Context: an optimization exercise on an open-source flow, tuned for small area, a short achievable clock period and few clock cycles per item. The choices shown serve that exercise and are no tape-out recipe. At most, simulation tests tie the RTL to the original design; equivalence was not proved.

Setup of run 1:
==> flow/design.v (excerpt) <==
module Rsa256Wrapper (
    input         avm_rst,
    input         avm_clk,
    output  [4:0] avm_address,
    output        avm_read,
    input  [31:0] avm_readdata,
    output        avm_write,
    output [31:0] avm_writedata,
    input         avm_waitrequest
);
localparam R  = 10;                           
localparam NT = 256 + R;                     
localparam WB = NT + 1;                      
localparam WS = NT + 2;                      
localparam M  = (WS + R - 1) / R;            
localparam K  = R * M;                       
localparam RX_BASE     = 5'd0;
localparam TX_BASE     = 5'd4;
localparam STATUS_BASE = 5'd8;
localparam S_RXS   = 0;    
localparam S_RXD   = 1;    
localparam S_WAIT  = 2;    
localparam S_NT0   = 3;    
localparam S_NTA   = 4;    
localparam S_NTB   = 5;    
localparam S_DBLA  = 6;    
localparam S_DBLB  = 7;    
localparam S_SCAN  = 8;    
localparam S_MONT  = 9;    
localparam S_CONV  = 10;   
localparam S_FINAL = 11;   
localparam S_TXS   = 12;   
localparam S_TXD   = 13;   
localparam S_PREP  = 14;   
localparam NS      = 15;
localparam O_PRE1 = 0;     
localparam O_PRE2 = 1;     
  ...
clock: 22.0 ns
lec_check: 0
cap_margin: 20
core_margin: 2
core_utilization: 40
setup_slack_margin: 1.0
slew_margin: 45
synth_hierarchical: 1
standard.sh (not shown) runs the stock make flow with config.mk's settings and CLKGATE_MAP_FILE= SYNTH_SCRIPT=/design/flow/synth_recipe.tcl, a recipe that flattens the netlist after the stock synthesis.
==> flow/flow/run.sh <==
#!/bin/bash
# Standard synthesis, then the standard ORFS layout steps with repair_timing
# aiming at a shorter period than the constraint (which stays as it is), and
# port buffers of a plain buffer cell.
set -euo pipefail
MARGIN=16.1
bash standard.sh synth > synth.log 2>&1
bash standard.sh SETUP_SLACK_MARGIN=$MARGIN SKIP_BUFFER_REMOVAL=1 \
    "BUFFER_PORTS_ARGS=-inputs -outputs -buffer_cell sky130_fd_sc_hd__buf_4" \
    floorplan place cts route finish > layout.log 2>&1
The following lists how run 2 was set up differently from run 1:
diff --git a/flow/design.v b/flow/design.v
--- a/flow/design.v
+++ b/flow/design.v
@@ -378,40 +378,44 @@
 localparam O_PRE1 = 0;     
 localparam O_PRE2 = 1;     
 localparam O_SQR  = 2;     
 localparam O_MUL1 = 3;     
 localparam O_MUL3 = 4;     
 localparam O_FIN  = 5;     
 localparam NO     = 6;
 logic [NS-1:0] st;
 logic [NO-1:0] op;
 logic         rd_r, wr_r;                
 logic [4:0]   addr_r;
+logic         rd_q;                      
+logic [4:0]   addr_q;                    
 logic         rd_n, wr_n;
 logic [4:0]   addr_n;
 logic [8:0]   cnt;
 logic [8:0]   bitcnt;                    
 logic         keyed, started, fr;
 logic         sq2;                       
 logic [1:0]   mulp;                      
 logic         shp, shk;                  
 logic [255:0] N, D;
 logic [256:0] Q;                         
 logic [K-1:0] Cm;                        
 logic [K-1:0] C3;                        
 logic [WB-1:0] X;
 logic [7:0]   txb, rxb;
 logic [R-1:0] ad, q, dn, hp;             
 logic [2*R-1:0] pa;                      
 logic [WS-1:0] Scf, Ssf;                 
 logic         cin;
+assign rd_r          = ~rd_q;
+assign addr_r        = addr_q ^ STATUS_BASE;
 assign avm_address   = addr_r;
 assign avm_read      = rd_r;
 assign avm_write     = wr_r;
 assign avm_writedata = {24'd0, txb};
 wire done = !avm_waitrequest;
 wire [NT-1:0] Nt = {Q[NT-R:0], {(R-1){1'b1}}};
 wire a_x  = op[O_PRE1] || op[O_SQR];
 wire a_cm = op[O_MUL1];
 wire a_c3 = op[O_PRE2] || op[O_MUL3];
 wire d_c3 = op[O_PRE1] || op[O_PRE2];
 wire [WS-1:0] t_scf, t_ssf;
@@ -485,23 +489,23 @@
 wire rot1 = (st[S_SCAN] && more) || (decide && more && !win3);
 wire rot2 = decide && more && win3;
 always_ff @(posedge avm_clk) begin
     X   <= X_next;
     rxb <= avm_readdata[7:0];
     ad  <= ad_next;
     cn  <= op_conv;
     pa  <= pa_next;
     q   <= q_next;
     dn  <= dn_next;
     hp  <= Q[R:1] + 1'b1;
-    txb <= (st[S_TXS] || st[S_TXD] || (st[S_DBLB] && fr)) ? X_next[R+247 -: 8] : 8'd0;
+    if (shp || (st[S_DBLB] && fr)) txb <= X_next[R+247 -: 8];
     if (st[S_MONT]) begin
         Scf <= t_scf;
         Ssf <= t_ssf;
         cin <= t_cin;
     end else if (st[S_DBLA] || st[S_DBLB]) begin
         Scf <= st[S_DBLA] ? ~{X[WS-2:256] & {(WS-257){fr}}, X[255:0], 1'b0}
                           : {ge ? nsum[WS-2:0] : Scf[WS-2:0], 1'b1};
         Ssf <= fr ? {{(WS-256-R){1'b0}}, N, {R{1'b0}}} : {{(WS-256){1'b0}}, N};
         cin <= 1'b1;
     end else if (st[S_NTA]) begin
         Scf <= ~{{(WS-257){1'b0}}, Q};
@@ -549,26 +553,32 @@
     if (st[S_TXS] && done && avm_readdata[6]) begin
         rd_n   = 1'b0;
         wr_n   = 1'b1;
         addr_n = TX_BASE;
     end
     if (st[S_TXD] && done) begin
         rd_n   = 1'b1;
         wr_n   = 1'b0;
         addr_n = STATUS_BASE;
     end
 end
-always_ff @(posedge avm_clk) begin
-    rd_r   <= avm_rst ? 1'b1 : rd_n;
-    wr_r   <= avm_rst ? 1'b0 : wr_n;
-    addr_r <= avm_rst ? STATUS_BASE : addr_n;
+always_ff @(posedge avm_clk or posedge avm_rst) begin
+    if (avm_rst) begin
+        rd_q   <= 1'b0;
+        wr_r   <= 1'b0;
+        addr_q <= 5'd0;
+    end else begin
+        rd_q   <= ~rd_n;
+        wr_r   <= wr_n;
+        addr_q <= addr_n ^ STATUS_BASE;
+    end
 end
 always_ff @(posedge avm_clk or posedge avm_rst) begin
     if (avm_rst) begin
         st      <= 1 << S_RXS;
         op      <= 1 << O_SQR;
         cnt     <= 9'd0;
         bitcnt  <= 9'd0;
         keyed   <= 1'b0;
         started <= 1'b0;
         fr      <= 1'b0;
         sq2     <= 1'b0;
--- outcome ---
Run 2 reached the final stage; the timing, DRC and antenna checks on its layout passed. | detailed-router iteration count before antenna repair | run 2 vs run 1 | ≈ equal |. sky130_fd_sc_hd__dfrtp_2 as the slowest cell on the critical path was reported by run 2, and sky130_fd_sc_hd__fa_2 by run 1. Sort run 2 and run 1 by register-to-register slack, ascending, and run 1 comes first. Run 2 vs. run 1: final weighted congestion in routability-driven placement saw little to no change; utilization roughly the same. Diff run 2 and run 1: area growth from synthesis to layout higher in run 1. Summary of the comparison: inverter count of the layout excluding clock inverters is higher in run 2, relative to run 1. Run 1 → run 2: synthesized area divided by synthesized cell count rose 1.4%; final area ~0 delta; met2 routing resource usage after global routing fell 2.3 points. Biggest fanout along the worst timing path in run 2 vs run 1: down 3. Re synthesized instance count: run 2 and run 1 aren't equal, and the lower value belongs to run 2.
Testbench counts of run 2, summed over its fixed seeds: cycles 250,615, items 24.
No functional check of the RTL was part of run 1.

what the ideal ports hide:
No port has a modelled driver above. Below, the same layouts with a new extraction and two added sets of constraints. Step 1 (the two cells are an assumption about what drives the block):
set clk [get_ports {avm_clk}]
set_driving_cell -lib_cell sky130_fd_sc_hd__clkbuf_16 $clk
set_driving_cell -lib_cell sky130_fd_sc_hd__buf_2 [delete_from_list [all_inputs] $clk]
Step 2 moves the port delays by t, midway between the first and last clock arrival at a register: inputs arrive t later, outputs are due t later. That takes back most of the time a late clock gives input paths. Three values: no drivers, after step 1, after step 2; two values: the first two.
run | t, ns | setup slack, ns | worst setup path at the end
run 1 | 1.103 | 16.040 / 16.021 / 15.320 | input to register
run 2 | 1.117 | 15.864 / 15.737 / 15.654 | input to register
After both steps every run listed still meets setup and hold. For run 1, which loses most, drivers alone change the setup slack by -0.019 ns; drivers and shift together by -0.720 ns.
